Background: an optimization exercise with open tools, aiming at small area and a short achievable clock period. Do not read the settings as production practice.
Only simulation tests tie the RTL to the original design; equivalence was not proved.
No activity file was given, so power comes from the tool's default toggle rates.

==> job 1865: inputs <==
// riscv
module riscv(
	input clk,
	input reset,
	output [31:0] iram_addr,
	input  [31:0] iram_data,
	output dram_read,
	output dram_write,
	output [31:0] dram_addr,
	output [31:0] dram_data_out,
	input  [31:0] dram_data_in
);
reg [31:0] pc;
reg [31:0] registers [1:31];
assign iram_addr = pc;
wire [31:0] instruction = iram_data;
wire [4:0] rd  = instruction[11:7];
wire [4:0] rs1 = instruction[19:15];
wire [4:0] rs2 = instruction[24:20];
wire is_load, is_store, is_branch, is_lui, is_rtype, is_itype, regwrite;
decoder decoder1(.instruction(instruction), .is_load(is_load), .is_store(is_store),
	.is_branch(is_branch), .is_lui(is_lui), .is_rtype(is_rtype), .is_itype(is_itype),
	.regwrite(regwrite));
wire [31:1] sel1, sel2;
wire [31:1] sel1b;
dec5 d1(.a(rs1), .en(1'b1), .y(sel1));
dec5 d1b(.a(rs1), .en(1'b1), .y(sel1b));
dec5 d2(.a(rs2), .en(~is_itype), .y(sel2));
wire [31:0] immI = {20'd0, instruction[31:20]};
wire [31:0] rs1_n, rs1_val, rs2_val;
genvar g, k;
generate
	for (g = 0; g < 32; g = g + 1) begin : rd_bit
		wire [31:1] col;
  ...
==> module c_fa, before the edit <==
module c_fa(input a, input b, input ci, output s, output co);
assign s = a ^ b ^ ci;
assign co = (a & b) | (ci & (a ^ b));
endmodule
==> module rca12, before the edit <==
module rca12(input [11:0] a, input [11:0] b, output [11:0] s, output co);
wire [12:0] c;
assign c[0] = 1'b0;
genvar i;
generate
	for (i = 0; i < 12; i = i + 1) begin : f
		c_fa u(.a(a[i]), .b(b[i]), .ci(c[i]), .s(s[i]), .co(c[i+1]));
	end
endgenerate
assign co = c[12];
endmodule
==> module pc_next, before the edit <==
module pc_next(input [31:0] pc, input [11:0] immb, input take, output [31:0] nxt);
wire cb, c1;
wire [11:0] lb, l1;
rca12 lo(.a(pc[11:0]), .b(immb), .s(lb), .co(cb));
assign l1 = pc[11:0] + 12'd1;
assign c1 = &pc[11:0];
wire [19:0] pa;
hi_pre hp(.a(pc[31:12]), .pa(pa));
wire c = take ? cb : c1;
hi_inc hi(.a(pc[31:12]), .pa(pa), .c(c), .s(nxt[31:12]));
assign nxt[11:0] = take ? lb : l1;
endmodule
Settings: LEC_CHECK=0, CAP_MARGIN=20, CORE_MARGIN=2, CORE_UTILIZATION=40, CTS_BUF_LIST=sky130_fd_sc_hd__clkbuf_8, CTS_CLUSTER_DIAMETER=90, CTS_CLUSTER_SIZE=14, SETUP_SLACK_MARGIN=4, SLEW_MARGIN=20, SYNTH_HIERARCHICAL=1; clock period 12.0 ns.
standard.sh (not shown) runs the stock make flow with config.mk's settings and CLKGATE_MAP_FILE= SYNTH_SCRIPT=/design/flow/synth_recipe.tcl, a recipe that flattens the netlist after the stock synthesis.
==> flow/flow/run.sh <==
#!/bin/bash
# The standard layout (the standard.sh, all ORFS steps), with one change:
# the port buffers that global placement inserts on every input and output are
# sky130_fd_sc_hd__buf_2 rather than the tool's default pick (a slow delay cell).
set -euo pipefail
export BUFFER_PORTS_ARGS="-buffer_cell sky130_fd_sc_hd__buf_2"
bash standard.sh > standard.log 2>&1
==> job 850: changes against job 1865 <==
--- a/flow/design.v
+++ b/flow/design.v
@@ -2,17 +2,16 @@
 module c_nand2(input a, input b, output y);             assign y = ~(a & b);                    endmodule
 module c_nor2 (input a, input b, output y);             assign y = ~(a | b);                    endmodule
 module c_xor2 (input a, input b, output y);             assign y = a ^ b;                       endmodule
 module c_xnor2(input a, input b, output y);             assign y = ~(a ^ b);                    endmodule
 module c_aoi21(input a1, input a2, input b1, output y); assign y = ~((a1 & a2) | b1);           endmodule
 module c_oai21(input a1, input a2, input b1, output y); assign y = ~((a1 | a2) & b1);           endmodule
 module c_nand3(input a, input b, input c, output y);    assign y = ~(a & b & c);                endmodule
 module c_nand4(input a, input b, input c, input d, output y); assign y = ~(a & b & c & d);      endmodule
-module c_nor3 (input a, input b, input c, output y);    assign y = ~(a | b | c);                endmodule
 module c_or3  (input a, input b, input c, output y);    assign y = a | b | c;                   endmodule
 module c_and3 (input a, input b, input c, output y);    assign y = a & b & c;                   endmodule
 module c_and4 (input a, input b, input c, input d, output y); assign y = a & b & c & d;         endmodule
 module c_a22oi(input a1, input a2, input b1, input b2, output y); assign y = ~((a1 & a2) | (b1 & b2)); endmodule
 module c_mux2 (input a, input b, input s, output y);    assign y = s ? b : a;                   endmodule
 module ao222_n(input a1, input a2, input b1, input b2, input c1, input c2, output y);
 assign y = ~((a1 & a2) | (b1 & b2) | (c1 & c2));
 endmodule
@@ -36,36 +35,16 @@
 endgenerate
 c_a22oi u10(.a1(sel[31]), .a2(val[31]), .b1(e), .b2(v), .y(t[10]));
 wire h0, h1, h2;
 c_and4 n0(.a(t[0]), .b(t[1]), .c(t[2]), .d(t[3]), .y(h0));
 c_and4 n1(.a(t[4]), .b(t[5]), .c(t[6]), .d(t[7]), .y(h1));
 c_and3 n2(.a(t[8]), .b(t[9]), .c(t[10]), .y(h2));
 c_nand3 o(.a(h0), .b(h1), .c(h2), .y(q));
 endmodule
-module rf_bit_n(
-	input  [31:1] sel,
-	input  [31:1] val,
-	output        qn
-);
-wire [10:0] t;    
-genvar k;
-generate
-	for (k = 0; k < 10; k = k + 1) begin : g3
-		ao222_n u(.a1(sel[3*k+1]), .a2(val[3*k+1]), .b1(sel[3*k+2]), .b2(val[3*k+2]),
-		          .c1(sel[3*k+3]), .c2(val[3*k+3]), .y(t[k]));
-	end
-endgenerate
-c_nand2 u10(.a(sel[31]), .b(val[31]), .y(t[10]));
-wire h0, h1, h2;
-c_nand4 n0(.a(t[0]), .b(t[1]), .c(t[2]), .d(t[3]), .y(h0));
-c_nand4 n1(.a(t[4]), .b(t[5]), .c(t[6]), .d(t[7]), .y(h1));
-c_nand3 n2(.a(t[8]), .b(t[9]), .c(t[10]), .y(h2));
-c_nor3  o(.a(h0), .b(h1), .c(h2), .y(qn));
-endmodule
 module dec5(input [4:0] a, input en, output [31:1] y);
 wire [3:0] lo = {a[1] & a[0], a[1] & ~a[0], ~a[1] & a[0], ~a[1] & ~a[0]};
 wire [7:0] hi;
 genvar k;
 generate
 	for (k = 0; k < 8; k = k + 1) begin : h
 		assign hi[k] = en & (a[4:2] == k);
 	end
@@ -107,39 +86,16 @@
 endmodule
 module add12z(input [31:0] a, input [11:0] b, output [31:0] s);
 wire c12;
 add12 lo(.a(a[11:0]), .b(b), .s(s[11:0]), .co(c12));
 wire [19:0] pa;
 hi_pre hp(.a(a[31:12]), .pa(pa));
 hi_inc hi(.a(a[31:12]), .pa(pa), .c(c12), .s(s[31:12]));
 endmodule
-module add12zn(input [31:0] an, input [11:0] b, output [31:0] s);
-wire c12;
-add12n lo(.an(an[11:0]), .b(b), .s(s[11:0]), .co(c12));
-wire [19:0] pa;
-hi_pre_n hp(.an(an[31:12]), .pa(pa));
-genvar j;
-generate
-	for (j = 0; j < 20; j = j + 1) begin : g
-		wire t;
-		c_nand2 n(.a(pa[j]), .b(c12), .y(t));
-		c_xor2 x(.a(an[12+j]), .b(t), .y(s[12+j]));
-	end
-endgenerate
-endmodule
-module hi_pre_n(input [19:0] an, output [19:0] pa);
-genvar j;
-assign pa[0] = 1'b1;
-generate
-	for (j = 1; j < 20; j = j + 1) begin : g
-		assign pa[j] = ~|an[j-1:0];
-	end
-endgenerate
-endmodule
 module hi_pre(input [19:0] a, output [19:0] pa);
 genvar j;
 assign pa[0] = 1'b1;
 generate
 	for (j = 1; j < 20; j = j + 1) begin : g
 		assign pa[j] = &a[j-1:0];
 	end
 endgenerate
@@ -149,35 +105,20 @@
 generate
 	for (j = 0; j < 20; j = j + 1) begin : g
 		wire t;
 		c_nand2 n(.a(pa[j]), .b(c), .y(t));
 		c_xnor2 x(.a(a[j]), .b(t), .y(s[j]));
 	end
 endgenerate
 endmodule
-module c_fa(input a, input b, input ci, output s, output co);
-assign s = a ^ b ^ ci;
-assign co = (a & b) | (ci & (a ^ b));
-endmodule
-module rca12(input [11:0] a, input [11:0] b, output [11:0] s, output co);
-wire [12:0] c;
-assign c[0] = 1'b0;
-genvar i;
-generate
-	for (i = 0; i < 12; i = i + 1) begin : f
-		c_fa u(.a(a[i]), .b(b[i]), .ci(c[i]), .s(s[i]), .co(c[i+1]));
-	end
-endgenerate
-assign co = c[12];
-endmodule
 module pc_next(input [31:0] pc, input [11:0] immb, input take, output [31:0] nxt);
 wire cb, c1;
 wire [11:0] lb, l1;
-rca12 lo(.a(pc[11:0]), .b(immb), .s(lb), .co(cb));
+add12 lo(.a(pc[11:0]), .b(immb), .s(lb), .co(cb));
 assign l1 = pc[11:0] + 12'd1;
 assign c1 = &pc[11:0];
 wire [19:0] pa;
 hi_pre hp(.a(pc[31:12]), .pa(pa));
 wire c = take ? cb : c1;
 hi_inc hi(.a(pc[31:12]), .pa(pa), .c(c), .s(nxt[31:12]));
 assign nxt[11:0] = take ? lb : l1;
 endmodule
@@ -921,199 +862,16 @@
 wire w71;
 c_xor2 u71(.a(w11), .b(w58), .y(w71));
 assign s[10] = w71;
 wire w72;
 c_xor2 u72(.a(w12), .b(w59), .y(w72));
 assign s[11] = w72;
 assign co = w60;
 endmodule
-module add12n(input [11:0] an, input [11:0] b, output [11:0] s, output co);
-wire w1;
-c_xnor2 u1(.a(an[0]), .b(b[0]), .y(w1));
-wire w2;
-c_xnor2 u2(.a(an[1]), .b(b[1]), .y(w2));
-wire w3;
-c_xnor2 u3(.a(an[2]), .b(b[2]), .y(w3));
-wire w4;
-c_xnor2 u4(.a(an[3]), .b(b[3]), .y(w4));
-wire w5;
-c_xnor2 u5(.a(an[4]), .b(b[4]), .y(w5));
-wire w6;
-c_xnor2 u6(.a(an[5]), .b(b[5]), .y(w6));
-wire w7;
-c_xnor2 u7(.a(an[6]), .b(b[6]), .y(w7));
-wire w8;
-c_xnor2 u8(.a(an[7]), .b(b[7]), .y(w8));
-wire w9;
-c_xnor2 u9(.a(an[8]), .b(b[8]), .y(w9));
-wire w10;
-c_xnor2 u10(.a(an[9]), .b(b[9]), .y(w10));
-wire w11;
-c_xnor2 u11(.a(an[10]), .b(b[10]), .y(w11));
-wire w12;
-c_xnor2 u12(.a(an[11]), .b(b[11]), .y(w12));
-wire w13;
-c_inv u13(.a(b[0]), .y(w13));
-wire w14;
-c_nor2 u14(.a(an[0]), .b(w13), .y(w14));
-wire w15;
-c_inv u15(.a(b[1]), .y(w15));
-wire w16;
-c_nor2 u16(.a(an[1]), .b(w15), .y(w16));
-wire w17;
-c_inv u17(.a(b[2]), .y(w17));
-wire w18;
-c_nor2 u18(.a(an[2]), .b(w17), .y(w18));
-wire w19;
-c_inv u19(.a(b[3]), .y(w19));
-wire w20;
-c_nor2 u20(.a(an[3]), .b(w19), .y(w20));
-wire w21;
-c_inv u21(.a(b[4]), .y(w21));
-wire w22;
-c_nor2 u22(.a(an[4]), .b(w21), .y(w22));
-wire w23;
-c_inv u23(.a(b[5]), .y(w23));
-wire w24;
-c_nor2 u24(.a(an[5]), .b(w23), .y(w24));
-wire w25;
-c_inv u25(.a(b[6]), .y(w25));
-wire w26;
-c_nor2 u26(.a(an[6]), .b(w25), .y(w26));
-wire w27;
-c_inv u27(.a(b[7]), .y(w27));
-wire w28;
-c_nor2 u28(.a(an[7]), .b(w27), .y(w28));
-wire w29;
-c_inv u29(.a(b[8]), .y(w29));
-wire w30;
-c_nor2 u30(.a(an[8]), .b(w29), .y(w30));
-wire w31;
-c_inv u31(.a(b[9]), .y(w31));
-wire w32;
-c_nor2 u32(.a(an[9]), .b(w31), .y(w32));
-wire w33;
-c_inv u33(.a(b[10]), .y(w33));
-wire w34;
-c_nor2 u34(.a(an[10]), .b(w33), .y(w34));
-wire w35;
-c_inv u35(.a(b[11]), .y(w35));
-wire w36;
-c_nor2 u36(.a(an[11]), .b(w35), .y(w36));
-wire w37;
-c_aoi21 u37(.a1(w2), .a2(w14), .b1(w16), .y(w37));
-wire w38;
-c_aoi21 u38(.a1(w4), .a2(w18), .b1(w20), .y(w38));
-wire w39;
-c_nand2 u39(.a(w4), .b(w3), .y(w39));
-wire w40;
-c_aoi21 u40(.a1(w6), .a2(w22), .b1(w24), .y(w40));
-wire w41;
-c_nand2 u41(.a(w6), .b(w5), .y(w41));
-wire w42;
-c_aoi21 u42(.a1(w8), .a2(w26), .b1(w28), .y(w42));
-wire w43;
-c_nand2 u43(.a(w8), .b(w7), .y(w43));
-wire w44;
-c_aoi21 u44(.a1(w10), .a2(w30), .b1(w32), .y(w44));
-wire w45;
-c_nand2 u45(.a(w10), .b(w9), .y(w45));
-wire w46;
-c_aoi21 u46(.a1(w12), .a2(w34), .b1(w36), .y(w46));
-wire w47;
-c_nand2 u47(.a(w12), .b(w11), .y(w47));
-wire w48;
-c_inv u48(.a(w37), .y(w48));
-wire w49;
-c_aoi21 u49(.a1(w3), .a2(w48), .b1(w18), .y(w49));
-wire w50;
-c_oai21 u50(.a1(w39), .a2(w37), .b1(w38), .y(w50));
-wire w51;
-c_inv u51(.a(w40), .y(w51));
-wire w52;
-c_inv u52(.a(w41), .y(w52));
-wire w53;
-c_aoi21 u53(.a1(w7), .a2(w51), .b1(w26), .y(w53));
-wire w54;
-c_nand2 u54(.a(w7), .b(w52), .y(w54));
-wire w55;
-c_oai21 u55(.a1(w43), .a2(w40), .b1(w42), .y(w55));
-wire w56;
-c_nor2 u56(.a(w43), .b(w41), .y(w56));
-wire w57;
-c_inv u57(.a(w44), .y(w57));
-wire w58;
-c_inv u58(.a(w45), .y(w58));
-wire w59;
-c_aoi21 u59(.a1(w11), .a2(w57), .b1(w34), .y(w59));
-wire w60;
-c_nand2 u60(.a(w11), .b(w58), .y(w60));
-wire w61;
-c_oai21 u61(.a1(w47), .a2(w44), .b1(w46), .y(w61));
-wire w62;
-c_nor2 u62(.a(w47), .b(w45), .y(w62));
-wire w63;
-c_aoi21 u63(.a1(w5), .a2(w50), .b1(w22), .y(w63));
-wire w64;
-c_inv u64(.a(w50), .y(w64));
-wire w65;
-c_oai21 u65(.a1(w41), .a2(w64), .b1(w40), .y(w65));
-wire w66;
-c_oai21 u66(.a1(w54), .a2(w64), .b1(w53), .y(w66));
-wire w67;
-c_aoi21 u67(.a1(w56), .a2(w50), .b1(w55), .y(w67));
-wire w68;
-c_inv u68(.a(w67), .y(w68));
-wire w69;
-c_aoi21 u69(.a1(w9), .a2(w68), .b1(w30), .y(w69));
-wire w70;
-c_oai21 u70(.a1(w45), .a2(w67), .b1(w44), .y(w70));
-wire w71;
-c_oai21 u71(.a1(w60), .a2(w67), .b1(w59), .y(w71));
-wire w72;
-c_aoi21 u72(.a1(w62), .a2(w68), .b1(w61), .y(w72));
-assign s[0] = w1;
-wire w73;
-c_xor2 u73(.a(w2), .b(w14), .y(w73));
-assign s[1] = w73;
-wire w74;
-c_xnor2 u74(.a(w3), .b(w37), .y(w74));
-assign s[2] = w74;
-wire w75;
-c_xnor2 u75(.a(w4), .b(w49), .y(w75));
-assign s[3] = w75;
-wire w76;
-c_xor2 u76(.a(w5), .b(w50), .y(w76));
-assign s[4] = w76;
-wire w77;
-c_xnor2 u77(.a(w6), .b(w63), .y(w77));
-assign s[5] = w77;
-wire w78;
-c_xor2 u78(.a(w7), .b(w65), .y(w78));
-assign s[6] = w78;
-wire w79;
-c_xor2 u79(.a(w8), .b(w66), .y(w79));
-assign s[7] = w79;
-wire w80;
-c_xnor2 u80(.a(w9), .b(w67), .y(w80));
-assign s[8] = w80;
-wire w81;
-c_xnor2 u81(.a(w10), .b(w69), .y(w81));
-assign s[9] = w81;
-wire w82;
-c_xor2 u82(.a(w11), .b(w70), .y(w82));
-assign s[10] = w82;
-wire w83;
-c_xor2 u83(.a(w12), .b(w71), .y(w83));
-assign s[11] = w83;
-wire w84;
-c_inv u84(.a(w72), .y(w84));
-assign co = w84;
-endmodule
 module decoder(
 	input  [31:0] instruction,
 	output        is_load,
 	output        is_store,
 	output        is_branch,
 	output        is_lui,
 	output        is_rtype,
 	output        is_itype,
@@ -1149,37 +907,34 @@
 wire [4:0] rd  = instruction[11:7];
 wire [4:0] rs1 = instruction[19:15];
 wire [4:0] rs2 = instruction[24:20];
 wire is_load, is_store, is_branch, is_lui, is_rtype, is_itype, regwrite;
 decoder decoder1(.instruction(instruction), .is_load(is_load), .is_store(is_store),
 	.is_branch(is_branch), .is_lui(is_lui), .is_rtype(is_rtype), .is_itype(is_itype),
 	.regwrite(regwrite));
 wire [31:1] sel1, sel2;
-wire [31:1] sel1b;
 dec5 d1(.a(rs1), .en(1'b1), .y(sel1));
-dec5 d1b(.a(rs1), .en(1'b1), .y(sel1b));
 dec5 d2(.a(rs2), .en(~is_itype), .y(sel2));
 wire [31:0] immI = {20'd0, instruction[31:20]};
-wire [31:0] rs1_n, rs1_val, rs2_val;
+wire [31:0] rs1_val, rs2_val;
 genvar g, k;
 generate
 	for (g = 0; g < 32; g = g + 1) begin : rd_bit
 		wire [31:1] col;
 		for (k = 1; k < 32; k = k + 1) begin : c
 			assign col[k] = registers[k][g];
 		end
-		rf_bit_n p1(.sel(g < 16 ? sel1 : sel1b), .val(col), .qn(rs1_n[g]));
-		c_inv i1(.a(rs1_n[g]), .y(rs1_val[g]));
+		rf_bit p1(.sel(sel1), .val(col), .e(1'b0), .v(1'b0), .q(rs1_val[g]));
 		rf_bit p2(.sel(sel2), .val(col), .e(is_itype), .v(immI[g]), .q(rs2_val[g]));
 	end
 endgenerate
 wire [11:0] imm12 = is_store ? {instruction[31:25], instruction[11:7]} : instruction[31:20];
 wire [31:0] addr_sum;
-add12zn u_addr(.an(rs1_n), .b(imm12), .s(addr_sum));
+add12z u_addr(.a(rs1_val), .b(imm12), .s(addr_sum));
 wire [31:0] wdata;
 wire eq;
 alu alu1(.a(rs1_val), .d(rs2_val), .instruction(instruction), .is_rtype(is_rtype),
 	.is_itype(is_itype), .is_load(is_load), .is_lui(is_lui),
 	.din(dram_data_in), .wdata(wdata), .eq(eq));
 assign dram_addr = addr_sum;
 assign dram_data_out = rs2_val;
 assign dram_write = is_store;
==> flow/flow/run.sh (replaced) <==
#!/bin/bash
# The standard layout (the standard.sh, all ORFS steps), with one change:
# the port buffers that global placement inserts on every input and output are
# sky130_fd_sc_hd__buf_4 rather than the tool's default pick (a slow delay cell).
set -euo pipefail
export BUFFER_PORTS_ARGS="-buffer_cell sky130_fd_sc_hd__buf_4"
bash standard.sh > standard.log 2>&1
- CTS_CLUSTER_DIAMETER: 90 -> default
- CTS_CLUSTER_SIZE: 14 -> default
==> job 6918: changes against job 1865 <==
--- a/flow/design.v
+++ b/flow/design.v
@@ -149,35 +149,20 @@
 generate
 	for (j = 0; j < 20; j = j + 1) begin : g
 		wire t;
 		c_nand2 n(.a(pa[j]), .b(c), .y(t));
 		c_xnor2 x(.a(a[j]), .b(t), .y(s[j]));
 	end
 endgenerate
 endmodule
-module c_fa(input a, input b, input ci, output s, output co);
-assign s = a ^ b ^ ci;
-assign co = (a & b) | (ci & (a ^ b));
-endmodule
-module rca12(input [11:0] a, input [11:0] b, output [11:0] s, output co);
-wire [12:0] c;
-assign c[0] = 1'b0;
-genvar i;
-generate
-	for (i = 0; i < 12; i = i + 1) begin : f
-		c_fa u(.a(a[i]), .b(b[i]), .ci(c[i]), .s(s[i]), .co(c[i+1]));
-	end
-endgenerate
-assign co = c[12];
-endmodule
 module pc_next(input [31:0] pc, input [11:0] immb, input take, output [31:0] nxt);
 wire cb, c1;
 wire [11:0] lb, l1;
-rca12 lo(.a(pc[11:0]), .b(immb), .s(lb), .co(cb));
+add12 lo(.a(pc[11:0]), .b(immb), .s(lb), .co(cb));
 assign l1 = pc[11:0] + 12'd1;
 assign c1 = &pc[11:0];
 wire [19:0] pa;
 hi_pre hp(.a(pc[31:12]), .pa(pa));
 wire c = take ? cb : c1;
 hi_inc hi(.a(pc[31:12]), .pa(pa), .c(c), .s(nxt[31:12]));
 assign nxt[11:0] = take ? lb : l1;
 endmodule
- CTS_CLUSTER_DIAMETER: 90 -> default
- CTS_CLUSTER_SIZE: 14 -> default
==> comparison table <==
item                                                                job 850       job 1865       job 6918
Result of the run                                  timing/DRC/antenna clean  timing/DRC/antenna clean  timing/DRC/antenna clean
Buffers inserted during post-CTS setup optimization                     129             67             61
Clock power frac                                                      35.7%          24.9%          34.3%
Sequential Power                                                  0.00407 W      0.00406 W      0.00407 W
Cell depth of the worst setup path                                       21             20             20
Post-route minimum period                                           8195 ps        8574 ps        8416 ps
Part of the Yosys area used for sequential elements                  62.73%         63.01%         62.65%
Total CTS buffers                                                       167             83            164
Slew at the pin with the worst max-slew slack                       1103 ps        1048 ps        1230 ps
Met1 Wirelength                                                    72160 µm       66750 µm       71520 µm
Initial antenna violation count                                           6              1             12
DP Area                                                         0.05342 mm²    0.05237 mm²    0.05255 mm²
Met2 track demand over resource                                      45.92%         44.08%         43.54%
CP Capture Point                                              dram_addr[29]  dram_addr[18]  dram_addr[22]
Count of clock-net buffers in the final layout                          168             84            167
Hold Worst Slack                                                   577.7 ps       571.4 ps       578.1 ps
Fraction of standard cell area in multi-input logic                  32.59%         32.70%         31.90%
Average instance area after synthesis                             14.81 µm²      14.63 µm²      14.41 µm²
DR pass1 iterations                                                      11             13             11
Final Core Density                                                   49.61%         46.19%         47.49%
Number of instances in the synthesized netlist                         3276           3300           3371
Power spent charging and discharging nets                        0.002612 W     0.002066 W     0.002427 W
Register-to-register path setup slack                               6660 ps        5890 ps        6280 ps
Power dissipated in the clock network                             0.00318 W      0.00178 W      0.00284 W
Share of the cycle needed by the critical path after routing         68.29%         71.45%         70.14%
Max Clock Skew                                                     62.39 ps       79.28 ps       68.27 ps
Vias in the first global route                                        37580          35730          36800

==> static timing again, ports no longer ideal <==
No port has a modelled driver above. Below, the same layouts with a new extraction and two added sets of constraints. Step 1 assumes that a clkbuf_16 drives the clock port and a buf_2 every other input. Step 2 adds t to the input delays and takes it off the output delays; t is the mean of the earliest and latest rising clock arrival at the registers after step 1. Input paths then give back, and output paths get back, about the clock's delay inside the block. Three values: ideal, step 1, step 2; two values: the first two.
run	t, ns	setup slack, ns	hold WS [ns]	worst setup path after step 2
job 1865	0.834	3.426 / 3.197 / 3.197	0.571 / 0.571 / 0.571	input to output
job 850	0.925	3.805 / 3.738 / 3.323	0.578 / 0.578 / 0.578	input to register
job 6918	0.931	3.584 / 3.324 / 3.132	0.578 / 0.578 / 0.578	input to register
After both steps setup and hold are still met in every run listed. The setup slack of job 850, which loses most, moves by -0.067 ns with the drivers and by -0.482 ns with both steps.
